This design comes from an exercise in tuning for small area, a short achievable clock period and few clock cycles per item on the open sky130 flow, not from production work.
Function was checked by simulation only, so behaviour that the tests miss may differ from the original.
Power is estimated from default activity; no workload was simulated.

## flow/design.v (module list and top-level ports; edited modules follow where they fit)
// module MAC_Element: 24 lines
// module FA: 4 lines
// module HA: 4 lines
// module controller: 5954 lines
module controller #(
    parameter DW = 16
)(
    input clk,
    input rst,
    input start,
    input signed [DW-1:0] x0,
    input signed [DW-1:0] x1,
    input signed [DW-1:0] x2,
    input signed [DW-1:0] w00, input signed [DW-1:0] w01, input signed [DW-1:0] w02,
    input signed [DW-1:0] w10, input signed [DW-1:0] w11, input signed [DW-1:0] w12,
    input signed [DW-1:0] w20, input signed [DW-1:0] w21, input signed [DW-1:0] w22,
    input signed [2*DW-1:0] b0,
    input signed [2*DW-1:0] b1,
    input signed [2*DW-1:0] b2,
    output signed [2*DW-1:0] y0,
    output signed [2*DW-1:0] y1,
    output signed [2*DW-1:0] y2,
    output done
);
  // ...
==> flow/flow/run.sh <==
#!/bin/bash
# Standard layout (the standard.sh, unchanged synthesis and steps), with the
# timing repair asked to leave a larger setup margin than the 10 ns clock needs,
# so that the resizer works on the paths that set the achieved period.
set -euo pipefail
M=$(cat flow/margin.txt)
bash standard.sh SETUP_SLACK_MARGIN=$M finish > flow_make.log 2>&1
==> flow/flow/margin.txt <==
6.9
==> flow/standard.sh <==
#!/bin/bash
# synth_recipe.tcl (not shown) runs the flow's synth.tcl, then flattens the netlist and writes it again
# the make line also repeats each setting of config.mk as NAME=value (left out here)
make -C /OpenROAD-flow-scripts/flow DESIGN_CONFIG=/design/flow/config.mk WORK_HOME=/design/flow/orfs CLKGATE_MAP_FILE= SYNTH_SCRIPT=/design/flow/synth_recipe.tcl "${@:-finish}"
==> flow/config.mk <==
export PLATFORM = sky130hd
export DESIGN_NAME = controller
export DESIGN_NICKNAME = controller
export VERILOG_FILES = /design/flow/design.v
export SDC_FILE = /design/flow/constraint.sdc
export NUM_CORES = 4
export LEC_CHECK = 0
export ABC_AREA = 1
export CAP_MARGIN = 20
export CORE_MARGIN = 2
export CORE_UTILIZATION = 55
export SLEW_MARGIN = 20
export SYNTH_HIERARCHICAL = 1
export SYNTH_MINIMUM_KEEP_SIZE = 0
==> flow/constraint.sdc <==
create_clock -name core_clock -period 10.0 [get_ports {clk}]
set_input_delay 2.0000 -clock core_clock [delete_from_list [all_inputs] [get_ports {clk}]]
set_output_delay 2.0000 -clock core_clock [all_outputs]
set_load 0.01 [all_outputs]
==> summary.txt, run 1 <==
Status
  • Status: timing/DRC/antenna clean

Worst setup path
  • Worst setup path startpoint: yr2[0]
  • Number of logic stages on the critical path including buffering: 1
  • Critical path startpoint category: flip-flop
  • Critical-path maximum fanout: 1
  • Endpoint of the lowest-slack register-to-register path: r2841
  • Setup Crit Path Kind: reg2out
  • Startpoint of the worst register-to-register path: r378

Clocking
  • Cts bufs inserted: 130

Layout
  • Clk_buf instances: 168
  • Final core utilization: 0.637
  • Commonest non-fill, non-tap cells in the layout: fa_1, xor2_1, o22ai_1

Hold path
  • Hold Path Cell Cnt: 0

Power and ir drop
  • Power group with the largest share: combinational logic
  • Leakage dissipation: 36.5 nW

Die
  • Initial cell density of the core: 0.556

STA
  • Final setup violating endpoints: 0
  • Slew at the pin with the worst max-slew slack: 1.11 ns
  • Shortest clock period the worst path allows after layout: 3.21 ns
  • Worst slew margin: 0.260

Drt
  • Residual DRC count: 0

Global route
  • Total GRT Usage: 0.425

Placement
  • Cell Count Post-Placement: 8,802
  • Routability Congestion: 1.01

Synthesis
  • Sequential fraction of the synthesis area: 0.300
Testbench counts, summed over its fixed seeds: cycles 2,080, items 2,048.
==> run 2: changes to the inputs <==
==> flow/flow/run.sh (replaced) <==
#!/bin/bash
# Standard layout (the standard.sh: unchanged synthesis and steps), with
#  - the timing repair asked to leave a larger setup margin than the 10 ns clock
#    needs, so that the resizer works on the paths that set the achieved period;
#  - the port buffers made with the smallest buffer cell (every port still gets one).
set -euo pipefail
M=$(cat flow/margin.txt)
bash standard.sh SETUP_SLACK_MARGIN=$M "BUFFER_PORTS_ARGS=-buffer_cell sky130_fd_sc_hd__buf_1" finish > flow_make.log 2>&1
==> summary.txt, run 2 <==
STA
  • Slew at the pin with the worst max-slew slack: 1.03 ns (was 1.11 ns)
  • Maximum clock frequency: 310 MHz (was 311 MHz)
  • Setup repair after global routing missed its margin: yes (unchanged)
  • Final setup violating endpoints: 0 (unchanged)
  • Worst slew margin: 0.311 (was 0.260)
  • Number of hold violations in the final report: 0 (unchanged)
  • Final Hold Slack: 0.329 ns (was 0.324 ns)
  • Worst setup skew after layout: 0.0694 ns (was 0.0373 ns)
  • Final period util: 0.323 (was 0.321)
  • Setup TNS Final: 0 ns (unchanged)
  • Worst Setup Slack, final: 6.77 ns (was 6.79 ns)
  • Max Transition Viols Final: 0 (unchanged)
  • Shortest clock period the worst path allows after layout: 3.23 ns (was 3.21 ns)

Worst setup path
  • Worst setup path startpoint: yr2[8] (was yr2[0])
  • Crit end category: primary output (unchanged)
  • Setup Crit Path Kind: reg2out (unchanged)
  • CP Cell Sequence: buf_6 (was buf_2)
  • Buffering stage count on the worst path with inverters included: 1 (unchanged)
  • Startpoint of the worst register-to-register path: r477 (was r378)
  • Critical Path RT: 8.00 ns (about the same)
  • Critical path startpoint category: flip-flop (unchanged)
  • Family with the most delay on the worst path: flip-flops (unchanged)
  • Slowest cell on the critical path: dfxtp_2 (was dfxtp_1)
  • Critical-path maximum fanout: 1 (unchanged)
  • Arrival time of the worst setup path: 1.23 ns (was 1.21 ns)
  • Worst stage delay on the critical path: 0.32 ns (about the same)

Clocking
  • Clock latency on the worst-skew pair: 0.81 ns (was 0.80 ns)
  • CTS Sinks: 1,132 (unchanged)
  • TritonCTS clock tree: done (unchanged)
  • Root Buffer: clkbuf_16 (unchanged)
  • Clock Tree Buf Depth: 3 (unchanged)
  • Cts bufs inserted: 119 (was 130)
  • Clk pin slew, worst setup/hold paths: 0.06 ns (about the same)
  • CTS HTree Levels: 3 (was 4)

Layout
  • Sequential cell area: 22,800 um^2 (about the same)
  • Biggest registers after layout: yr0 x31, yr1 x31, yr2 x31 (unchanged)
  • Commonest non-fill, non-tap cells in the layout: fa_1, xor2_1, o22ai_1 (unchanged)
  • Area overhead of the layout relative to synthesis: 12.2% (was 14.6%)
  • Most common library cell in the layout ignoring fill and taps: fa_1 (unchanged)
  • Total Nets Final: 8,878 (was 8,865)
  • Multi-input gate area: 48,700 um^2 (about the same)
  • FILL cells: 11.2k (was 11.0k)
  • Layout cells sized above 1: 0.104 (was 0.102)

Synthesis
  • Post-synthesis area per instance: 10.7 um^2 (unchanged)
  • Post-synth top cells: xor2_1, fa_1, dfxtp_1 (unchanged)
  • Most used DFF post-synth: dfxtp_1 (unchanged)
  • Async set-or-reset flop fraction in the synthesized netlist: 0 (unchanged)
  • Number of standard cells after synthesis: 7,058 (unchanged)
  • Count of flip-flops with a built-in enable after synthesis: 0 (unchanged)
  • Sequential fraction of the synthesis area: 0.300 (unchanged)
  • Most repeated cell in the gate-level netlist after synthesis: xor2_1 (unchanged)
  • Cell area after technology mapping: 75,500 um^2 (unchanged)
  • Count of different cell masters after synthesis: 31 (unchanged)
  • Register bit total from synthesis: 1,132 (unchanged)
  • Top cell type's share of synthesized area: 0.322 (unchanged)
  • Number of synthesis warnings: 7 (unchanged)
  • Top area cells in the synthesized netlist: fa_1, dfxtp_1, xor2_1 (unchanged)
  • Yosys top cell by area: fa_1 (unchanged)

Global route
  • Total GRT Usage: 0.422 (was 0.425)
  • First-pass GRT wire length: 422,000 um (was 424,000 um)
  • Vias in the first global route: 58.4k (was 59.0k)
  • Overall overflow remaining after global route: 0 (unchanged)
  • Initial antenna violation count: 22 (was 20)
  • Maximum number of pins on one net before global-route repair: 35 (unchanged)

Placement
  • Quantity of I/O buffers inserted on ports: 384 (unchanged)
  • Placement Setup Slack: 6.25 ns (was 5.80 ns)
  • HPWL reported at the end of detailed placement: 214,000 um (was 213,000 um)
  • Routability Congestion: 1.01 (about the same)

Die
  • Die Wd: 375 um (unchanged)
  • Die span in y: 375 um (unchanged)
  • Initial cell density of the core: 0.556 (unchanged)
  • Area of the die: 140,000 um^2 (unchanged)
  • Boundary Pins: 388 (unchanged)
  • Core ar.: 136,000 um^2 (unchanged)
  • Core Rows: 135 (unchanged)

Drt
  • Post-Route WL: 298,000 um (was 301,000 um)
  • Residual DRC count: 0 (unchanged)
  • Antenna violation net count after detailed routing: 0 (unchanged)
  • Vias per Instance: 6.31 (was 6.36)
  • DR iter-0 viols: 7,772 (was 8,658)
  • Routed via count: 57.8k (was 58.2k)
  • Detailed Routing Iterations Pass 1: 8 (was 7)
  • Routed length per instance: 32.6 um (was 32.9 um)

Power and ir drop
  • Leakage dissipation: 35.6 nW (was 36.5 nW)
  • IR drop worst, VDD: 0.451 mV (was 0.604 mV)
  • Power per cell area: 380 nW/um^2 (was 377 nW/um^2)

Status
  • Status: timing/DRC/antenna clean (unchanged)

Hold path
  • Hold path startpoint: r2965 (unchanged)
  • Worst min-delay path category: reg2reg (unchanged)

Run
  • Max-cap violations: 0 (unchanged)
-- run 2: cell counts after synthesis --
Identical to the previous run, type by type.
-- run 2: power by group --
group	internal, W	switching, W	total (W)
Combinational	0.00769	0.0120	0.0197
Sequential	0.00669	0.00103	0.00772
Clock	0.00274	0.00203	0.00476
-- run 2: cell type report --
cell class                      instances  area share
Timing Repair inverter                  1   0.0000591
Antenna cell                           11    0.000325
Timing Repair Buffer                  594      0.0495
Inverter                              606      0.0303
Tap cell                             1781      0.0263
Clock buffer                          157      0.0393
Multi-Input combinational cell       4810       0.574
Clock inverter                         65      0.0109
Sequential cell                      1132       0.269
-- run 2: cells by family after synthesis --
group / count (synthesis) / share of synthesized area
flops: 1132 / 0.300
fa+ha+maj: 1323 / 0.340
other cells: 1 / 0.0000496
xor+xnor: 1270 / 0.147
buf+inv: 1118 / 0.0586
compound gates: 1246 / 0.101
simple gates: 968 / 0.0538
-- run 2: layer usage --
metal | up-vias | wire (um) | track usage
met4 | 22 | 22400 | 0.250
met1 | 28580 | 110000 | 0.539
li1 | 23300 | - | -
met3 | 1239 | 43000 | 0.179
met5 | - | 276 | 0.00137
met2 | 4679 | 123000 | 0.596
-- run 2: modules after synthesis (local to each module, per instance) --
module | cells | flops+latches
controller | 5816 | 1132
FA | 1 | 0
HA | 1 | 0
-- run 2: final timing paths --
| check | endpoint | slack (ns) | depth (start not counted) |
|---|---|---|---|
| min reg2reg | r3537 | 0.33 | 0 |
| max | y2[8] | 6.77 | 1 |
| min | r3537 | 0.33 | 0 |
| max reg2reg | r2845 | 6.82 | 6 |
-- run 2: timing repair --
action                                  CTS  global route
cloned                                    0             1
hold buffers                              0             0
endpoints found under the setup margin  410           279
setup buffers                            12           105
gates resized for setup                 214           159
hold endpoints to repair                  0             0
-- run 2: metrics by stage --
step	total power (W)	util	cell area, um^2	instances
after global placement	0.0264	0.572	77800	8806
after global routing	0.0343	0.623	84700	9148
after detailed placement	0.0267	0.572	77800	8806
after CTS	0.0316	0.608	82700	9040
after floorplan	0.0186	-	75600	7060
final	0.0322	0.623	84700	9157
==> run 3: changes to the inputs <==
--- a/flow/config.mk
+++ b/flow/config.mk
@@ -10,4 +10,6 @@
 export CORE_MARGIN = 2
 export CORE_UTILIZATION = 55
+export CTS_CLUSTER_DIAMETER = 80
+export CTS_CLUSTER_SIZE = 24
 export SLEW_MARGIN = 20
 export SYNTH_HIERARCHICAL = 1
==> summary.txt, run 3 <==
Layout
  • Post-route cell area: 82,700 um^2 (was 84,700 um^2)
  • Commonest non-fill, non-tap cells in the layout: fa_1, xor2_1, o22ai_1 (unchanged)
  • Multi-input gate area: 48,600 um^2 (was 48,700 um^2)
  • Layout cells sized above 1: 0.0897 (was 0.104)
  • Most common library cell in the layout ignoring fill and taps: fa_1 (unchanged)
  • Sequential cell area: 22,800 um^2 (about the same)
  • FILL cells: 11.4k (was 11.2k)
  • Biggest registers after layout: yr0 x31, yr1 x31, yr2 x31 (unchanged)
  • Area overhead of the layout relative to synthesis: 9.49% (was 12.2%)
  • Total Nets Final: 8,815 (was 8,878)

Die
  • Core ar.: 136,000 um^2 (unchanged)
  • Boundary Pins: 388 (unchanged)
  • Core Rows: 135 (unchanged)
  • Die span in y: 375 um (unchanged)
  • Die Wd: 375 um (unchanged)
  • Initial cell density of the core: 0.556 (unchanged)
  • Area of the die: 140,000 um^2 (unchanged)

Status
  • Status: timing/DRC/antenna clean (unchanged)

Synthesis
  • Area fraction in and, or, nand and nor cells after synthesis: 0.0538 (unchanged)
  • Fraction of the mapped netlist area in adder cells: 0.340 (unchanged)
  • Number of synthesis warnings: 7 (unchanged)
  • Top area cells in the synthesized netlist: fa_1, dfxtp_1, xor2_1 (unchanged)
  • Cell area after technology mapping: 75,500 um^2 (unchanged)
  • Share of the synthesized area in compound gates (AO/OA/AOI/OAI): 0.101 (unchanged)
  • Async set-or-reset flop fraction in the synthesized netlist: 0 (unchanged)
  • Synth Area in XOR/XNOR: 0.147 (unchanged)
  • Most used DFF post-synth: dfxtp_1 (unchanged)
  • Count of different cell masters after synthesis: 31 (unchanged)
  • Count of flip-flops with a built-in enable after synthesis: 0 (unchanged)
  • Post-synthesis mux area share: 0 (unchanged)
  • Post-synthesis area per instance: 10.7 um^2 (unchanged)
  • Most repeated cell in the gate-level netlist after synthesis: xor2_1 (unchanged)
  • Post-synth top cells: xor2_1, fa_1, dfxtp_1 (unchanged)
  • Top cell type's share of synthesized area: 0.322 (unchanged)
  • Sequential fraction of the synthesis area: 0.300 (unchanged)
  • Register bit total from synthesis: 1,132 (unchanged)
  • Yosys top cell by area: fa_1 (unchanged)
  • Largest family of logic cells by synthesized area: adder cells (unchanged)
  • Number of standard cells after synthesis: 7,058 (unchanged)

STA
  • Setup repair after global routing missed its margin: yes (unchanged)
  • Worst setup skew after layout: 0.0410 ns (was 0.0694 ns)
  • Worst Setup Slack, final: 6.78 ns (was 6.77 ns)
  • Shortest clock period the worst path allows after layout: 3.22 ns (was 3.23 ns)
  • Max Transition Viols Final: 0 (unchanged)
  • Maximum clock frequency: 311 MHz (was 310 MHz)
  • Final Hold Slack: 0.323 ns (was 0.329 ns)
  • Number of hold violations in the final report: 0 (unchanged)
  • Final period util: 0.322 (was 0.323)
  • Slew at the pin with the worst max-slew slack: 1.05 ns (was 1.03 ns)
  • Worst slew margin: 0.302 (was 0.311)
  • Final setup violating endpoints: 0 (unchanged)
  • Setup TNS Final: 0 ns (unchanged)

Drt
  • Detailed Routing Iterations Pass 1: 7 (was 8)
  • Routed via count: 57.4k (was 57.8k)
  • Post-Route WL: 296,000 um (was 298,000 um)
  • DR iter-0 viols: 7,466 (was 7,772)
  • Vias per Instance: 6.35 (was 6.31)
  • Routed length per instance: 32.8 um (was 32.6 um)
  • Residual DRC count: 0 (unchanged)
  • Antenna violation net count after detailed routing: 0 (unchanged)

Placement
  • Cell area after placement: 77,800 um^2 (unchanged)
  • Quantity of I/O buffers inserted on ports: 384 (unchanged)
  • Placement Setup Slack: 6.25 ns (unchanged)
  • Routability Congestion: 1.01 (unchanged)
  • HPWL reported at the end of detailed placement: 214,000 um (unchanged)

Clocking
  • TritonCTS clock tree: done (unchanged)
  • Cts bufs inserted: 75 (was 119)
  • Hold bufs inserted after CTS: 0 (unchanged)
  • CTS Sinks: 1,132 (unchanged)
  • Clk pin slew, worst setup/hold paths: 0.09 ns (was 0.06 ns)
  • Root Buffer: clkbuf_16 (unchanged)
  • CTS HTree Levels: 3 (unchanged)
  • Clock Tree Buf Depth: 3 (unchanged)
  • Clock latency on the worst-skew pair: 0.73 ns (was 0.81 ns)

Global route
  • Met1 track demand over resource in global routing: 0.537 (was 0.539)
  • Maximum number of pins on one net before global-route repair: 35 (unchanged)
  • GRT met3 Usage: 0.177 (was 0.179)
  • Overall overflow remaining after global route: 0 (unchanged)
  • Vias in the first global route: 57.8k (was 58.4k)
  • Met2 usage in global routing: 0.592 (was 0.596)
  • Total GRT Usage: 0.420 (was 0.422)
  • First-pass GRT wire length: 420,000 um (was 422,000 um)
  • Initial antenna violation count: 23 (was 22)
  • Most congested layer reported by global routing: met2 (unchanged)

Power and ir drop
  • Total design power: 0.0309 W (was 0.0322 W)
  • Power per cell area: 373 nW/um^2 (was 380 nW/um^2)
  • IR drop worst, VDD: 0.450 mV (was 0.451 mV)
  • Leakage dissipation: 34.7 nW (was 35.6 nW)

Worst setup path
  • Setup Crit Path Kind: reg2reg (was reg2out)
  • Critical Path RT: 10.59 ns (was 8.00 ns)
  • Critical path startpoint category: flip-flop (unchanged)
  • Arrival time of the worst setup path: 3.81 ns (was 1.23 ns)
  • Critical-path maximum fanout: 9 (was 1)
  • Crit end category: flip-flop (was primary output)

Hold path
  • Worst min-delay path category: reg2reg (unchanged)

Run
  • Max-cap violations: 0 (unchanged)
[run 3: logic make-up (layout without fill, tap and decap cells)]
logic type               after synthesis  count (layout)
AO/OA/AOI/OAI                       1246            1246
XOR/XNOR                            1270            1270
adder cells (fa/ha/maj)             1323            1323
buffers and inverters               1118            1303
flip-flops                          1132            1132
other                                  1              12
AND/OR/NAND/NOR                      968             968
[run 3: worst max-delay path, cell delays in order (launching register included)]
cell	delay, ns
dfxtp_1	0.90
inv_1	0.48
o22ai_1	0.28
xor2_1	0.43
fa_1	0.51
fa_1	0.48
[run 3: modules after synthesis, one instance, submodules excluded]
module / times used / area [um^2] / flip-flops and latches / cells inside
controller: 1 / 50900 / 1132 / 5816
FA: 1212 / 20.0 / 0 / 1
HA: 30 / 12.5 / 0 / 1
[run 3: area by class of cell]
type | instances | area share
timing repair inverter | 1 | 0.0000605
inverter | 606 | 0.0307
multi-input combinational | 4810 | 0.588
antenna | 9 | 0.000272
timing repair buffer | 575 | 0.0472
clock buffer | 78 | 0.0232
clock inverter | 43 | 0.00791
tap | 1781 | 0.0269
sequential | 1132 | 0.276
[run 3: timing repair]
item,4_1_cts,5_1_grt
pin swaps,0,1
resized for setup,210,140
endpoints found under the setup margin,399,283
setup buffers,14,84
cloned,0,1
[run 3: where the power goes]
group	internal [W]	switching (W)
clock	0.00158	0.00186
combinational	0.00767	0.0121
sequential	0.00668	0.00102
[run 3: routing by layer]
metal,vias up,share of wire
li1,23146,-
met1,28346,0.37
met2,4621,0.41
met3,1223,0.15
met4,28,0.077
met5,-,0.00071
[run 3: final timing paths]
path              cells past startpoint  start  slack, ns    end
hold reg to reg                       0  r2967       0.32  r3540
hold / removal                        0  r2967       0.32  r3540
setup / recovery                      5    r81       6.78  r2853
setup reg to reg                      5    r81       6.78  r2853
[run 3: per-stage QoR]
| step | cells | util |
|---|---|---|
| 5_1_grt | 9029 | 0.608 |
| 4_1_cts | 8941 | 0.595 |
| 2_1_floorplan | 7060 | - |
| 6_report | 9035 | 0.608 |
| 3_3_place_gp | 8806 | 0.572 |
| 3_5_place_dp | 8806 | 0.572 |
==> run 4: changes to the inputs <==
==> flow/flow/margin.txt (replaced) <==
6.7
==> summary.txt, run 4 <==
Die
  • Core ar.: 136,000 um^2 (unchanged)
  • Die Wd: 375 um (unchanged)
  • Boundary Pins: 388 (unchanged)
  • Area of the die: 140,000 um^2 (unchanged)
  • Initial cell density of the core: 0.556 (unchanged)
  • Die span in y: 375 um (unchanged)
  • Core Rows: 135 (unchanged)

Drt
  • Detailed Routing Iterations Pass 1: 8 (was 7)
  • Post-Route WL: 296,000 um (about the same)
  • Vias per Instance: 6.35 (about the same)
  • Length of routed wiring on met1: 109,000 um (about the same)
  • Routed via count: 56.8k (was 57.4k)
  • DR top layer: met5 (unchanged)
  • DR iter-0 viols: 7,908 (was 7,466)
  • Residual DRC count: 0 (unchanged)
  • Routed length per instance: 33.1 um (was 32.8 um)
  • Met2 wirelength from detailed routing: 121,000 um (about the same)
  • Antenna violation net count after detailed routing: 0 (unchanged)
  • Met3 WL: 42,700 um (was 43,400 um)

Worst setup path
  • Critical Path RT: 10.61 ns (was 10.59 ns)
  • Crit end category: flip-flop (unchanged)
  • Internal reg-to-reg setup slack: 6.59 ns (was 6.78 ns)
  • Setup Crit Path Kind: reg2reg (unchanged)
  • Arrival time of the worst setup path: 4.02 ns (was 3.81 ns)
  • Critical-path maximum fanout: 27 (was 9)
  • Startpoint of the worst register-to-register path: r413 (was r81)
  • Depth of the most critical reg-to-reg path: 6 (was 5)
  • Critical path startpoint category: flip-flop (unchanged)
  • Endpoint of the lowest-slack register-to-register path: r2965 (was r2853)

Placement
  • HPWL reported at the end of detailed placement: 214,000 um (unchanged)
  • Routability Congestion: 1.01 (unchanged)
  • Quantity of I/O buffers inserted on ports: 384 (unchanged)
  • Cell area after placement: 77,800 um^2 (unchanged)

Clocking
  • CTS Sinks: 1,132 (unchanged)
  • Clock latency on the worst-skew pair: 0.73 ns (about the same)
  • Clk pin slew, worst setup/hold paths: 0.09 ns (about the same)
  • Cts bufs inserted: 75 (unchanged)
  • Root Buffer: clkbuf_16 (unchanged)
  • CTS HTree Levels: 3 (unchanged)
  • TritonCTS clock tree: done (unchanged)
  • Clock Tree Buf Depth: 3 (unchanged)

Layout
  • Final core utilization: 0.592 (was 0.608)
  • Area overhead of the layout relative to synthesis: 6.64% (was 9.49%)
  • Post-route cell area: 80,600 um^2 (was 82,700 um^2)
  • Layout cells sized above 1: 0.0466 (was 0.0897)
  • Most common library cell in the layout ignoring fill and taps: fa_1 (unchanged)
  • Total Nets Final: 8,721 (was 8,815)
  • Biggest registers after layout: yr0 x31, yr1 x31, yr2 x31 (unchanged)
  • Commonest non-fill, non-tap cells in the layout: fa_1, xor2_1, dfxtp_1 (was fa_1, xor2_1, o22ai_1)

Synthesis
  • Post-synthesis area per instance: 10.7 um^2 (unchanged)
  • Post-synth top cells: xor2_1, fa_1, dfxtp_1 (unchanged)
  • Cell area after technology mapping: 75,500 um^2 (unchanged)
  • Yosys top cell by area: fa_1 (unchanged)
  • Top area cells in the synthesized netlist: fa_1, dfxtp_1, xor2_1 (unchanged)
  • Count of flip-flops with a built-in enable after synthesis: 0 (unchanged)
  • Count of different cell masters after synthesis: 31 (unchanged)
  • Number of standard cells after synthesis: 7,058 (unchanged)
  • Top cell type's share of synthesized area: 0.322 (unchanged)
  • Number of synthesis warnings: 7 (unchanged)
  • Most used DFF post-synth: dfxtp_1 (unchanged)
  • Register bit total from synthesis: 1,132 (unchanged)
  • Async set-or-reset flop fraction in the synthesized netlist: 0 (unchanged)
  • Most repeated cell in the gate-level netlist after synthesis: xor2_1 (unchanged)
  • Sequential fraction of the synthesis area: 0.300 (unchanged)

Power and ir drop
  • Power per cell area: 380 nW/um^2 (was 373 nW/um^2)
  • IR drop worst, VDD: 0.459 mV (was 0.450 mV)
  • Leakage dissipation: 33.9 nW (was 34.7 nW)

Global route
  • Maximum number of pins on one net before global-route repair: 35 (unchanged)
  • Total GRT Usage: 0.420 (about the same)
  • Vias in the first global route: 57.7k (was 57.8k)
  • Initial antenna violation count: 22 (was 23)
  • First-pass GRT wire length: 419,000 um (was 420,000 um)
  • Overall overflow remaining after global route: 0 (unchanged)

STA
  • Max Transition Viols Final: 0 (unchanged)
  • Final setup violating endpoints: 0 (unchanged)
  • Maximum clock frequency: 293 MHz (was 311 MHz)
  • Final period util: 0.341 (was 0.322)
  • Setup repair after global routing missed its margin: yes (unchanged)
  • Slew at the pin with the worst max-slew slack: 1.22 ns (was 1.05 ns)
  • Setup TNS Final: 0 ns (unchanged)
  • Number of hold violations in the final report: 0 (unchanged)
  • Worst slew margin: 0.187 (was 0.302)
  • Shortest clock period the worst path allows after layout: 3.41 ns (was 3.22 ns)
  • Worst setup skew after layout: 0.0410 ns (about the same)

Hold path
  • Hold path startpoint: r2967 (unchanged)
  • Hold Path Cell Cnt: 0 (unchanged)
  • Hold endpoint: r3540 (unchanged)
  • Worst min-delay path category: reg2reg (unchanged)

Status
  • Status: timing/DRC/antenna clean (unchanged)

Run
  • Max-cap violations: 0 (unchanged)
-- run 4: modules after synthesis (local to each module, per instance) --
module,cell area [um^2],times used
HA,12.5,30
controller,50900,1
FA,20.0,1212
-- run 4: how the worst max path moves through the flow --
stage	startpoint	endpoint	slack [ns]	cells after the start
floorplan	r272	r2859	7.28	7
global placement	r492	r2890	6.27	6
detailed placement	r349	r2846	6.25	6
CTS	r289	r2784	6.70	4
global route	r80	r2890	6.63	6
finish	r413	r2965	6.59	6
-- run 4: kinds of logic (layout without fill, tap and decap cells) --
family | Yosys count | after routing | share of synthesized area
adders and majority gates | 1323 | 1323 | 0.340
xor gates and xnor gates | 1270 | 1270 | 0.147
AOI/OAI and AO/OA | 1246 | 1246 | 0.101
DFF | 1132 | 1132 | 0.300
buffers and inverters | 1118 | 1209 | 0.0586
and+or+nand+nor | 968 | 968 | 0.0538
other | 1 | 8 | 0.0000496
-- run 4: layer usage --
metal / global-route usage / vias to the layer above
met4: 0.254 / 26
met1: 0.538 / 28016
li1: - / 22951
met5: 0.00206 / -
met2: 0.590 / 4522
met3: 0.175 / 1235
-- run 4: power breakdown --
part           internal [W]  switching, W
sequential          0.00666      0.000998
clock               0.00158       0.00185
combinational       0.00752        0.0120
total                0.0158        0.0149
-- run 4: through the flow --
stage / hold slack, ns / std cells / total power, W / worst slack, ns
global placement: 0.312 / 8806 / 0.0264 / 6.27
CTS: 0.321 / 8927 / 0.0301 / 6.70
global route: 0.321 / 8934 / 0.0327 / 6.63
floorplan: 0.310 / 7060 / 0.0186 / 7.28
detailed placement: 0.314 / 8806 / 0.0267 / 6.25
finish: 0.325 / 8937 / 0.0306 / 6.59
-- run 4: cell type report --
class | instances | area [um^2]
antenna | 5 | 12.5
clock buffer | 78 | 1920
clock inverter | 43 | 654
fill | 11653 | 55400
inverter | 606 | 2300
multi-input combinational | 4810 | 48500
sequential | 1132 | 22700
tap | 1781 | 2230
timing repair buffer | 482 | 2210
-- run 4: worst max-delay path, cell delays in order, from the launching register on --
cell and delay (ns):
dfxtp_1 0.74, buf_4 0.55, a21oi_1 0.15, xor2_1 0.76, fa_1 0.57, fa_1 0.39
xnor2_1 0.13
-- run 4: what timing repair did --
item / 4_1_cts / 5_1_grt
resized for setup: 25 / 27
setup endpoints to repair: 212 / 120
buffers inserted: 0 / 4
hold buffers: 0 / 0
==> run 5: changes to the inputs <==
==> flow/flow/margin.txt (replaced) <==
7.1
==> summary.txt, run 5 <==
Synthesis
  • Number of synthesis warnings: 7 (unchanged)
  • Most repeated cell in the gate-level netlist after synthesis: xor2_1 (unchanged)
  • Area fraction in and, or, nand and nor cells after synthesis: 0.0538 (unchanged)
  • Register bit total from synthesis: 1,132 (unchanged)
  • Count of different cell masters after synthesis: 31 (unchanged)
  • Synth Area in XOR/XNOR: 0.147 (unchanged)
  • Top cell type's share of synthesized area: 0.322 (unchanged)
  • Sequential fraction of the synthesis area: 0.300 (unchanged)
  • Post-synth top cells: xor2_1, fa_1, dfxtp_1 (unchanged)
  • Number of standard cells after synthesis: 7,058 (unchanged)
  • Fraction of the mapped netlist area in adder cells: 0.340 (unchanged)
  • Yosys top cell by area: fa_1 (unchanged)
  • Cell area after technology mapping: 75,500 um^2 (unchanged)
  • Largest family of logic cells by synthesized area: adder cells (unchanged)
  • Post-synthesis area per instance: 10.7 um^2 (unchanged)
  • Top area cells in the synthesized netlist: fa_1, dfxtp_1, xor2_1 (unchanged)
  • Post-synthesis mux area share: 0 (unchanged)
  • Share of the synthesized area in compound gates (AO/OA/AOI/OAI): 0.101 (unchanged)
  • Most used DFF post-synth: dfxtp_1 (unchanged)
  • Count of flip-flops with a built-in enable after synthesis: 0 (unchanged)
  • Async set-or-reset flop fraction in the synthesized netlist: 0 (unchanged)

Die
  • Initial cell density of the core: 0.556 (unchanged)
  • Boundary Pins: 388 (unchanged)
  • Core ar.: 136,000 um^2 (unchanged)
  • Core Rows: 135 (unchanged)
  • Die Wd: 375 um (unchanged)
  • Area of the die: 140,000 um^2 (unchanged)
  • Die span in y: 375 um (unchanged)

Power and ir drop
  • Comb power frac: 0.643 (was 0.638)
  • Sw Share: 0.482 (was 0.486)
  • Reg power frac: 0.246 (was 0.250)
  • Switching component of the power: 0.0151 W (was 0.0149 W)
  • IR drop worst, VDD: 0.452 mV (was 0.459 mV)
  • Internal Power: 0.0162 W (was 0.0158 W)
  • Clock Power Share: 0.110 (was 0.112)
  • Total design power: 0.0312 W (was 0.0306 W)
  • Power per cell area: 357 nW/um^2 (was 380 nW/um^2)
  • Leakage dissipation: 36.1 nW (was 33.9 nW)

Worst setup path
  • Setup Crit Path Kind: reg2out (was reg2reg)
  • Crit path to: y2[1] (was r2965)
  • Crit end category: primary output (was flip-flop)
  • Slowest cell on the critical path: dfxtp_2 (was xor2_1)
  • Startpoint of the worst register-to-register path: r255 (was r413)
  • Depth of the most critical reg-to-reg path: 8 (was 6)
  • CP Cell Sequence: buf_6 (was buf_4 -> a21oi_1 -> xor2_1 -> fa_1 -> fa_1 -> xnor2_1)
  • Family with the most delay on the worst path: flip-flops (was adder cells)
  • Buffering stage count on the worst path with inverters included: 1 (unchanged)
  • Arrival time of the worst setup path: 1.17 ns (was 4.02 ns)
  • Number of logic stages on the critical path including buffering: 1 (was 6)
  • Worst setup path startpoint: yr2[1] (was r413)
  • Worst stage delay on the critical path: 0.33 ns (was 0.76 ns)
  • Critical Path RT: 8.00 ns (was 10.61 ns)
  • Critical-path maximum fanout: 1 (was 27)
  • Critical path startpoint category: flip-flop (unchanged)
  • Endpoint of the lowest-slack register-to-register path: r2683 (was r2965)
  • Internal reg-to-reg setup slack: 7.01 ns (was 6.59 ns)

Global route
  • Overall overflow remaining after global route: 0 (unchanged)
  • Vias in the first global route: 59.2k (was 57.7k)
  • First-pass GRT wire length: 426,000 um (was 419,000 um)
  • Initial antenna violation count: 20 (was 22)
  • Total GRT Usage: 0.426 (was 0.420)
  • Maximum number of pins on one net before global-route repair: 35 (unchanged)

Status
  • Status: timing/DRC/antenna clean (unchanged)

STA
  • Maximum clock frequency: 316 MHz (was 293 MHz)
  • Slew at the pin with the worst max-slew slack: 0.916 ns (was 1.22 ns)
  • Number of hold violations in the final report: 0 (unchanged)
  • Final period util: 0.317 (was 0.341)
  • Worst setup skew after layout: 0.0419 ns (was 0.0410 ns)
  • Shortest clock period the worst path allows after layout: 3.17 ns (was 3.41 ns)
  • Setup TNS Final: 0 ns (unchanged)
  • Worst slew margin: 0.387 (was 0.187)
  • Max Transition Viols Final: 0 (unchanged)
  • Setup repair after global routing missed its margin: yes (unchanged)
  • Final setup violating endpoints: 0 (unchanged)

Clocking
  • Clk pin slew, worst setup/hold paths: 0.09 ns (about the same)
  • Root Buffer: clkbuf_16 (unchanged)
  • Clock Tree Buf Depth: 3 (unchanged)
  • Hold bufs inserted after CTS: 0 (unchanged)
  • TritonCTS clock tree: done (unchanged)
  • Clock latency on the worst-skew pair: 0.73 ns (about the same)
  • CTS Sinks: 1,132 (unchanged)
  • Cts bufs inserted: 75 (unchanged)
  • CTS HTree Levels: 3 (unchanged)

Drt
  • DR iter-0 viols: 8,337 (was 7,908)
  • Post-Route WL: 304,000 um (was 296,000 um)
  • Routed via count: 58.8k (was 56.8k)
  • Residual DRC count: 0 (unchanged)
  • Detailed Routing Iterations Pass 1: 8 (unchanged)
  • Vias per Instance: 6.34 (was 6.35)
  • Antenna violation net count after detailed routing: 0 (unchanged)
  • Routed length per instance: 32.8 um (was 33.1 um)

Layout
  • Layout cells sized above 1: 0.148 (was 0.0466)
  • Commonest non-fill, non-tap cells in the layout: fa_1, xor2_1, o22ai_1 (was fa_1, xor2_1, dfxtp_1)
  • Total Nets Final: 9,056 (was 8,721)
  • Area overhead of the layout relative to synthesis: 15.7% (was 6.64%)
  • Most common library cell in the layout ignoring fill and taps: fa_1 (unchanged)
  • Biggest registers after layout: yr0 x31, yr1 x31, yr2 x31 (unchanged)

Placement
  • Quantity of I/O buffers inserted on ports: 384 (unchanged)
  • Routability Congestion: 1.01 (unchanged)
  • HPWL reported at the end of detailed placement: 214,000 um (unchanged)

Run
  • Max-cap violations: 0 (unchanged)

Hold path
  • Hold path startpoint: r2967 (unchanged)
  • Worst min-delay path category: reg2reg (unchanged)
==> run 5: cell families after synthesis <==
| family | count (synthesis) |
|---|---|
| and+or+nand+nor | 968 |
| xor gates and xnor gates | 1270 |
| DFF | 1132 |
| other | 1 |
| AOI/OAI and AO/OA | 1246 |
| buffers and inverters | 1118 |
| adders and majority gates | 1323 |
==> run 5: metal layers <==
| metal | part of all wire | track usage |
|---|---|---|
| met2 | 0.41 | 0.599 |
| met4 | 0.082 | 0.265 |
| met1 | 0.36 | 0.539 |
| met5 | 0.00051 | 0.00137 |
| met3 | 0.15 | 0.185 |
==> run 5: final cells by class <==
type / count / area, um^2
inverters: 606 / 2960
multi-input cells: 4810 / 49200
repair buffers: 815 / 7470
well taps: 1781 / 2230
repair inverters: 2 / 15.0
clock inverters: 43 / 654
clock buffers: 78 / 1920
diodes: 12 / 30.0
flip-flops and latches: 1132 / 22900
fillers: 10874 / 48500
==> run 5: per-module statistics from Yosys, one instance, submodules excluded <==
module / cells inside / copies in the design
controller: 5816 / 1
FA: 1 / 1212
HA: 1 / 30
==> run 5: what timing repair did <==
action | in CTS | in global routing
buffers inserted | 220 | 116
resized for setup | 427 | 284
endpoints found under the setup margin | 553 | 381
gates cloned | 1 | 3
pin swaps | 2 | 36
==> run 5: worst register-to-register path, cell delays in order (launching register included) <==
cell and delay, ns:
dfxtp_4 0.41, clkinvlp_4 0.09, buf_4 0.21, buf_4 0.19
o22ai_4 0.14, xor2_2 0.10, fa_2 0.68, fa_2 0.47
fa_1 0.54
==> run 5: power groups by stage <==
| stage | combinational, W | sequential [W] | clock (W) |
|---|---|---|---|
| floorplan | 0.0112 | 0.00746 | 0 |
| global placement | 0.0187 | 0.00772 | 0 |
| detailed placement | 0.0189 | 0.00775 | 0 |
| CTS | 0.0193 | 0.00767 | 0.00348 |
| global route | 0.0219 | 0.00784 | 0.00364 |
| finish | 0.0201 | 0.00770 | 0.00344 |
==> run 5: worst min path at each step <==
stage,endpoint,slack (ns),depth (start not counted)
final,r3540,0.32,0
after detailed placement,r3537,0.31,0
after CTS,r3540,0.32,0
after global placement,r3421,0.31,0
after floorplan,r3421,0.31,0
after global routing,r3540,0.32,0
==> run 5: through the flow <==
stage               setup slack, ns  hold WS [ns]  cell area (um^2)  cells  utilization
floorplan                      7.28         0.310             75600   7060            -
global placement               6.27         0.312             77800   8806        0.572
detailed placement             6.25         0.314             77800   8806        0.572
CTS                            6.80         0.321             84600   9148        0.623
global route                   6.79         0.321             87400   9270        0.643
finish                         6.83         0.323             87400   9279        0.643
==> run 6: changes to the inputs <==
==> flow/flow/margin.txt (replaced) <==
6.9
--- a/flow/config.mk
+++ b/flow/config.mk
@@ -9,7 +9,7 @@
 export CAP_MARGIN = 20
 export CORE_MARGIN = 2
-export CORE_UTILIZATION = 55
+export CORE_UTILIZATION = 62
 export CTS_CLUSTER_DIAMETER = 80
-export CTS_CLUSTER_SIZE = 24
+export CTS_CLUSTER_SIZE = 22
 export SLEW_MARGIN = 20
 export SYNTH_HIERARCHICAL = 1
==> summary.txt, run 6 <==
Global route
  • Most congested layer reported by global routing: met2 (unchanged)
  • GRT met3 Usage: 0.211 (was 0.185)
  • Met2 usage in global routing: 0.651 (was 0.599)
  • Maximum number of pins on one net before global-route repair: 34 (was 35)
  • Met1 track demand over resource in global routing: 0.571 (was 0.539)
  • Overall overflow remaining after global route: 0 (unchanged)
  • Total GRT Usage: 0.462 (was 0.426)
  • Initial antenna violation count: 23 (was 20)
  • First-pass GRT wire length: 412,000 um (was 426,000 um)
  • Vias in the first global route: 59.9k (was 59.2k)

Worst setup path
  • Worst stage delay on the critical path: 0.69 ns (was 0.33 ns)
  • CP Cell Sequence: a21oi_1 -> xor2_1 -> fa_1 -> fa_1 -> fa_1 (was buf_6)
  • Setup Crit Path Kind: reg2reg (was reg2out)
  • Internal reg-to-reg setup slack: 6.80 ns (was 7.01 ns)
  • Crit end category: flip-flop (was primary output)
  • Family with the most delay on the worst path: adder cells (was flip-flops)
  • Buffering stage count on the worst path with inverters included: 0 (was 1)
  • Critical-path maximum fanout: 32 (was 1)
  • Critical Path RT: 10.61 ns (was 8.00 ns)
  • Critical path startpoint category: flip-flop (unchanged)
  • Arrival time of the worst setup path: 3.81 ns (was 1.17 ns)
  • Slowest cell on the critical path: dfxtp_4 (was dfxtp_2)
  • Dominant cell type by count on the critical path: fa_1

Placement
  • Routability Congestion: 1.04 (was 1.01)
  • HPWL reported at the end of detailed placement: 206,000 um (was 214,000 um)
  • Placement Setup Slack: 6.07 ns (was 6.25 ns)
  • Quantity of I/O buffers inserted on ports: 384 (unchanged)

Die
  • Initial cell density of the core: 0.622 (was 0.556)
  • Die span in y: 353 um (was 375 um)
  • Core ar.: 121,000 um^2 (was 136,000 um^2)
  • Die Wd: 353 um (was 375 um)
  • Core Rows: 128 (was 135)
  • Area of the die: 125,000 um^2 (was 140,000 um^2)
  • Boundary Pins: 388 (unchanged)

STA
  • Slew at the pin with the worst max-slew slack: 1.19 ns (was 0.916 ns)
  • Max Transition Viols Final: 0 (unchanged)
  • Worst setup skew after layout: 0.0427 ns (was 0.0419 ns)
  • Setup repair after global routing missed its margin: yes (unchanged)
  • Number of hold violations in the final report: 0 (unchanged)
  • Worst Setup Slack, final: 6.80 ns (was 6.83 ns)
  • Final setup violating endpoints: 0 (unchanged)
  • Final Hold Slack: 0.335 ns (was 0.323 ns)
  • Shortest clock period the worst path allows after layout: 3.20 ns (was 3.17 ns)
  • Worst slew margin: 0.206 (was 0.387)
  • Maximum clock frequency: 313 MHz (was 316 MHz)
  • Setup TNS Final: 0 ns (unchanged)
  • Final period util: 0.320 (was 0.317)

Synthesis
  • Register bit total from synthesis: 1,132 (unchanged)
  • Most repeated cell in the gate-level netlist after synthesis: xor2_1 (unchanged)
  • Count of different cell masters after synthesis: 31 (unchanged)
  • Number of standard cells after synthesis: 7,058 (unchanged)
  • Post-synth top cells: xor2_1, fa_1, dfxtp_1 (unchanged)
  • Number of synthesis warnings: 7 (unchanged)
  • Cell area after technology mapping: 75,500 um^2 (unchanged)
  • Sequential fraction of the synthesis area: 0.300 (unchanged)
  • Async set-or-reset flop fraction in the synthesized netlist: 0 (unchanged)
  • Top area cells in the synthesized netlist: fa_1, dfxtp_1, xor2_1 (unchanged)
  • Top cell type's share of synthesized area: 0.322 (unchanged)
  • Count of flip-flops with a built-in enable after synthesis: 0 (unchanged)
  • Post-synthesis area per instance: 10.7 um^2 (unchanged)
  • Most used DFF post-synth: dfxtp_1 (unchanged)
  • Yosys top cell by area: fa_1 (unchanged)

Power and ir drop
  • Reg power frac: 0.249 (was 0.246)
  • Comb power frac: 0.645 (was 0.643)
  • IR drop worst, VDD: 0.637 mV (was 0.452 mV)
  • Internal Power: 0.0159 W (was 0.0162 W)
  • Switching component of the power: 0.0150 W (was 0.0151 W)
  • Clock Power Share: 0.106 (was 0.110)
  • Sw Share: 0.484 (was 0.482)
  • Power per cell area: 375 nW/um^2 (was 357 nW/um^2)
  • Leakage dissipation: 34.7 nW (was 36.1 nW)

Layout
  • Total Nets Final: 8,825 (was 9,056)
  • Most common library cell in the layout ignoring fill and taps: fa_1 (unchanged)
  • Commonest non-fill, non-tap cells in the layout: fa_1, xor2_1, o22ai_1 (unchanged)
  • Area overhead of the layout relative to synthesis: 9.00% (was 15.7%)
  • Biggest registers after layout: yr0 x31, yr1 x31, yr2 x31 (unchanged)
  • Layout cells sized above 1: 0.0899 (was 0.148)

Drt
  • Post-Route WL: 290,000 um (was 304,000 um)
  • Detailed Routing Iterations Pass 1: 7 (was 8)
  • Vias per Instance: 6.57 (was 6.34)
  • Antenna violation net count after detailed routing: 0 (unchanged)
  • DR iter-0 viols: 8,393 (was 8,337)
  • Routed length per instance: 32.6 um (was 32.8 um)
  • Routed via count: 58.4k (was 58.8k)
  • Residual DRC count: 0 (unchanged)

Clocking
  • Clk pin slew, worst setup/hold paths: 0.09 ns (about the same)
  • Cts bufs inserted: 73 (was 75)
  • CTS Sinks: 1,132 (unchanged)
  • Root Buffer: clkbuf_16 (unchanged)
  • TritonCTS clock tree: done (unchanged)
  • Hold bufs inserted after CTS: 0 (unchanged)
  • Clock Tree Buf Depth: 3 (unchanged)
  • Clock latency on the worst-skew pair: 0.73 ns (about the same)
  • CTS HTree Levels: 3 (unchanged)

Hold path
  • Worst min-delay path category: reg2reg (unchanged)

Run
  • Max-cap violations: 0 (unchanged)

Status
  • Status: timing/DRC/antenna clean (unchanged)
## run 6: cell counts after synthesis
No cell type changed its count.
## run 6: per-stage QoR
| step | area (um^2) | total power [W] | cells | utilization |
|---|---|---|---|---|
| CTS | 80700 | 0.0300 | 8792 | 0.665 |
| global route | 82300 | 0.0328 | 8881 | 0.678 |
| detailed placement | 77500 | 0.0266 | 8639 | 0.639 |
| finish | 82300 | 0.0309 | 8887 | 0.678 |
| floorplan | 75600 | 0.0186 | 7060 | - |
| global placement | 77500 | 0.0262 | 8638 | 0.638 |
## run 6: metal layers
| metal | wire [um] | vias up |
|---|---|---|
| met4 | 24700 | 20 |
| met5 | 420 | - |
| met2 | 118000 | 5227 |
| met3 | 46400 | 1501 |
| met1 | 100000 | 28513 |
| li1 | - | 23141 |
## run 6: path summary, 6_finish.rpt
check              from  cells after the start    end
setup reg to reg   r336                      5  r3048
setup / recovery   r336                      5  r3048
hold reg to reg   r3123                      0  r3596
hold / removal    r3123                      0  r3596
## run 6: power by group through the flow
stage | Combinational (W) | Clock, W | Sequential [W]
after global placement | 0.0185 | 0 | 0.00772
after floorplan | 0.0112 | 0 | 0.00746
after global routing | 0.0215 | 0.00347 | 0.00783
final | 0.0199 | 0.00329 | 0.00770
after CTS | 0.0190 | 0.00331 | 0.00764
after detailed placement | 0.0188 | 0 | 0.00774
## run 6: Yosys stat by module, one instance, submodules excluded
module	cell area, um^2	copies in the design	flip-flops and latches	cells inside
FA	20.0	1212	0	1
HA	12.5	30	0	1
controller	50900	1	1132	5816
## run 6: layout make-up
cell class | instances | area (um^2)
Tap cell | 1625 | 2030
Antenna cell | 12 | 30.0
Fill cell | 9526 | 39100
Timing Repair Buffer | 588 | 3900
Clock buffer | 79 | 1900
Multi-Input combinational cell | 4810 | 48600
Clock inverter | 35 | 472
Sequential cell | 1132 | 22800
Inverter | 606 | 2560
## run 6: logic make-up after synthesis
group | share of synthesized area
adder cells (fa/ha/maj) | 0.340
XOR/XNOR | 0.147
AO/OA/AOI/OAI | 0.101
flip-flops | 0.300
buffers and inverters | 0.0586
AND/OR/NAND/NOR | 0.0538
other | 0.0000496
## run 6: timing repair
action | 4_1_cts | 5_1_grt
setup endpoints to repair | 423 | 276
setup buffers | 39 | 83
gates resized for setup | 196 | 140
hold endpoints to repair | 0 | 0
gates cloned | 0 | 0
==> run 7: changes to the inputs <==
--- a/flow/config.mk
+++ b/flow/config.mk
@@ -9,7 +9,7 @@
 export CAP_MARGIN = 20
 export CORE_MARGIN = 2
-export CORE_UTILIZATION = 62
-export CTS_CLUSTER_DIAMETER = 80
-export CTS_CLUSTER_SIZE = 22
+export CORE_UTILIZATION = 55
+export CTS_CLUSTER_DIAMETER = 60
+export CTS_CLUSTER_SIZE = 18
 export SLEW_MARGIN = 20
 export SYNTH_HIERARCHICAL = 1
==> summary.txt, run 7 <==
Worst setup path
  • Critical-path maximum fanout: 1 (was 32)
  • Slowest cell on the critical path: dfxtp_2 (was dfxtp_4)
  • Number of logic stages on the critical path including buffering: 1 (was 5)
  • Buffering stage count on the worst path with inverters included: 1 (was 0)
  • Depth of the most critical reg-to-reg path: 5 (unchanged)
  • CP Cell Sequence: buf_6 (was a21oi_1 -> xor2_1 -> fa_1 -> fa_1 -> fa_1)
  • Critical path startpoint category: flip-flop (unchanged)
  • Family with the most delay on the worst path: flip-flops (was adder cells)
  • Worst stage delay on the critical path: 0.33 ns (was 0.69 ns)
  • Crit end category: primary output (was flip-flop)
  • Critical Path RT: 8.00 ns (was 10.61 ns)
  • Setup Crit Path Kind: reg2out (was reg2reg)
  • Arrival time of the worst setup path: 1.21 ns (was 3.81 ns)

Placement
  • Routability Congestion: 1.01 (was 1.04)
  • HPWL reported at the end of detailed placement: 214,000 um (was 206,000 um)
  • Quantity of I/O buffers inserted on ports: 384 (unchanged)

Clocking
  • Clock Tree Buf Depth: 3 (unchanged)
  • Root Buffer: clkbuf_16 (unchanged)
  • Cts bufs inserted: 108 (was 73)
  • Clk pin slew, worst setup/hold paths: 0.07 ns (was 0.09 ns)
  • Clock latency on the worst-skew pair: 0.77 ns (was 0.73 ns)
  • TritonCTS clock tree: done (unchanged)
  • CTS Sinks: 1,132 (unchanged)
  • Hold bufs inserted after CTS: 0 (unchanged)
  • CTS HTree Levels: 3 (unchanged)

Die
  • Core Rows: 135 (was 128)
  • Initial cell density of the core: 0.556 (was 0.622)
  • Boundary Pins: 388 (unchanged)
  • Die span in y: 375 um (was 353 um)
  • Area of the die: 140,000 um^2 (was 125,000 um^2)
  • Core ar.: 136,000 um^2 (was 121,000 um^2)
  • Die Wd: 375 um (was 353 um)

STA
  • Number of hold violations in the final report: 0 (unchanged)
  • Final setup violating endpoints: 0 (unchanged)
  • Maximum clock frequency: 312 MHz (was 313 MHz)
  • Setup TNS Final: 0 ns (unchanged)
  • Setup repair after global routing missed its margin: yes (unchanged)
  • Worst setup skew after layout: 0.0386 ns (was 0.0427 ns)
  • Worst slew margin: 0.307 (was 0.206)
  • Slew at the pin with the worst max-slew slack: 1.04 ns (was 1.19 ns)
  • Final Hold Slack: 0.331 ns (was 0.335 ns)
  • Max Transition Viols Final: 0 (unchanged)
  • Final period util: 0.321 (was 0.320)
  • Shortest clock period the worst path allows after layout: 3.21 ns (was 3.20 ns)

Synthesis
  • Number of standard cells after synthesis: 7,058 (unchanged)
  • Yosys top cell by area: fa_1 (unchanged)
  • Cell area after technology mapping: 75,500 um^2 (unchanged)
  • Count of different cell masters after synthesis: 31 (unchanged)
  • Async set-or-reset flop fraction in the synthesized netlist: 0 (unchanged)
  • Sequential fraction of the synthesis area: 0.300 (unchanged)
  • Count of flip-flops with a built-in enable after synthesis: 0 (unchanged)
  • Most repeated cell in the gate-level netlist after synthesis: xor2_1 (unchanged)
  • Top cell type's share of synthesized area: 0.322 (unchanged)
  • Register bit total from synthesis: 1,132 (unchanged)
  • Most used DFF post-synth: dfxtp_1 (unchanged)
  • Post-synth top cells: xor2_1, fa_1, dfxtp_1 (unchanged)
  • Top area cells in the synthesized netlist: fa_1, dfxtp_1, xor2_1 (unchanged)
  • Post-synthesis area per instance: 10.7 um^2 (unchanged)
  • Number of synthesis warnings: 7 (unchanged)

Global route
  • Total GRT Usage: 0.422 (was 0.462)
  • First-pass GRT wire length: 421,000 um (was 412,000 um)
  • Maximum number of pins on one net before global-route repair: 35 (was 34)
  • Vias in the first global route: 58.1k (was 59.9k)
  • Overall overflow remaining after global route: 0 (unchanged)
  • Initial antenna violation count: 19 (was 23)

Layout
  • Biggest registers after layout: yr0 x31, yr1 x31, yr2 x31 (unchanged)
  • Most common library cell in the layout ignoring fill and taps: fa_1 (unchanged)
  • Area overhead of the layout relative to synthesis: 11.1% (was 9.00%)
  • Commonest non-fill, non-tap cells in the layout: fa_1, xor2_1, o22ai_1 (unchanged)
  • FILL cells: 11.3k (was 9,526)
  • Layout cells sized above 1: 0.0980 (was 0.0899)
  • Total Nets Final: 8,847 (was 8,825)

Power and ir drop
  • Comb power frac: 0.620 (was 0.645)
  • Sw Share: 0.478 (was 0.484)
  • Reg power frac: 0.242 (was 0.249)
  • Switching component of the power: 0.0152 W (was 0.0150 W)
  • IR drop worst, VDD: 0.459 mV (was 0.637 mV)
  • Internal Power: 0.0166 W (was 0.0159 W)
  • Power per cell area: 379 nW/um^2 (was 375 nW/um^2)
  • Clock Power Share: 0.137 (was 0.106)
  • Leakage dissipation: 35.3 nW (was 34.7 nW)

Drt
  • Routed length per instance: 32.7 um (was 32.6 um)
  • Residual DRC count: 0 (unchanged)
  • Detailed Routing Iterations Pass 1: 6 (was 7)
  • DR iter-0 viols: 7,897 (was 8,393)
  • Vias per Instance: 6.30 (was 6.57)
  • Antenna violation net count after detailed routing: 0 (unchanged)
  • Post-Route WL: 297,000 um (was 290,000 um)
  • Routed via count: 57.4k (was 58.4k)

Run
  • Max-cap violations: 0 (unchanged)

Status
  • Status: timing/DRC/antenna clean (unchanged)

Hold path
  • Worst min-delay path category: reg2reg (unchanged)
  • Hold Path Cell Cnt: 0 (unchanged)
run 7: cell counts after synthesis:
Identical to the previous run, type by type.
run 7: area by class of cell:
| class | instances | area (um^2) | area share |
|---|---|---|---|
| multi-input combinational | 4810 | 48700 | 0.580 |
| antenna | 8 | 20.0 | 0.000239 |
| clock inverter | 70 | 873 | 0.0104 |
| clock buffer | 121 | 2880 | 0.0343 |
| sequential | 1132 | 22800 | 0.272 |
| timing repair buffer | 575 | 3900 | 0.0465 |
| inverter | 606 | 2540 | 0.0302 |
| tap | 1781 | 2230 | 0.0266 |
run 7: power by group through the flow:
stage	Combinational, W	Sequential [W]	Clock (W)
floorplan	0.0112	0.00746	0
global placement	0.0187	0.00772	0
detailed placement	0.0189	0.00775	0
CTS	0.0191	0.00767	0.00443
global route	0.0214	0.00784	0.00459
finish	0.0197	0.00770	0.00436
run 7: repair_timing:
item / 4_1_cts / 5_1_grt
setup endpoints to repair: 397 / 272
buffers inserted: 15 / 83
gates resized for setup: 214 / 139
run 7: routing by layer:
layer / GRT usage / part of all wire / vias up
met5: 0.00137 / 0.00040 / -
met4: 0.252 / 0.079 / 20
met3: 0.176 / 0.15 / 1292
met2: 0.594 / 0.41 / 4610
met1: 0.541 / 0.37 / 28199
li1: - / - / 23242
run 7: path summary, 6_finish.rpt:
| kind | start | end | slack (ns) |
|---|---|---|---|
| worst max-delay path | yr2[1] | y2[1] | 6.79 |
| worst min-delay path | r2965 | r3537 | 0.33 |
| worst max register to register | r81 | r2853 | 6.82 |
| worst min register to register | r2965 | r3537 | 0.33 |
run 7: through the flow:
| step | utilization | cells | cell area, um^2 | setup slack (ns) | power [W] |
|---|---|---|---|---|---|
| CTS | 0.604 | 9012 | 82200 | 6.76 | 0.0312 |
| finish | 0.617 | 9103 | 83900 | 6.79 | 0.0318 |
| detailed placement | 0.572 | 8806 | 77800 | 6.25 | 0.0267 |
| global placement | 0.572 | 8806 | 77800 | 6.27 | 0.0264 |
| floorplan | - | 7060 | 75600 | 7.28 | 0.0186 |
| global route | 0.617 | 9097 | 83900 | 6.76 | 0.0339 |
run 7: Yosys stat by module (local to each module, per instance):
module      times used  cells inside
HA                  30             1
FA                1212             1
controller           1          5816
run 7: logic make-up (layout without fill, tap and decap cells):
group,count (synthesis),count (layout),share of synthesized area
simple gates,968,968,0.0538
flops,1132,1132,0.300
buf+inv,1118,1372,0.0586
other cells,1,11,0.0000496
fa+ha+maj,1323,1323,0.340
compound gates,1246,1246,0.101
xor+xnor,1270,1270,0.147

## static timing again, ports no longer ideal
How much do the figures lean on ideal ports? The routed layouts below were timed once more, with nothing changed but the port constraints. Step 1 assumes that a clkbuf_16 drives the clock port and a buf_2 every other input. Step 2 moves the port delays by t, midway between the first and last clock arrival at a register: inputs arrive t later, outputs are due t later. That takes back most of the time a late clock gives input paths. a / b / c = ideal / step 1 / step 2; a / b = the first two.
run	shift t [ns]	slack for setup (ns)	worst data-port slew with drivers (ns)
run 1	0.873	6.785 / 6.693 / 6.498	0.24
run 2	0.862	6.773 / 6.688 / 6.772	0.23
run 3	0.792	6.782 / 6.751 / 6.782	0.22
run 4	0.793	6.588 / 6.588 / 6.588	0.21
run 5	0.801	6.834 / 6.745 / 6.797	0.22
run 6	0.794	6.801 / 6.732 / 6.801	0.24
run 7	0.835	6.792 / 6.706 / 6.812	0.24
After both steps every run listed still meets setup and hold. For run 1, which loses most, drivers alone change the setup slack by -0.092 ns; drivers and shift together by -0.287 ns.
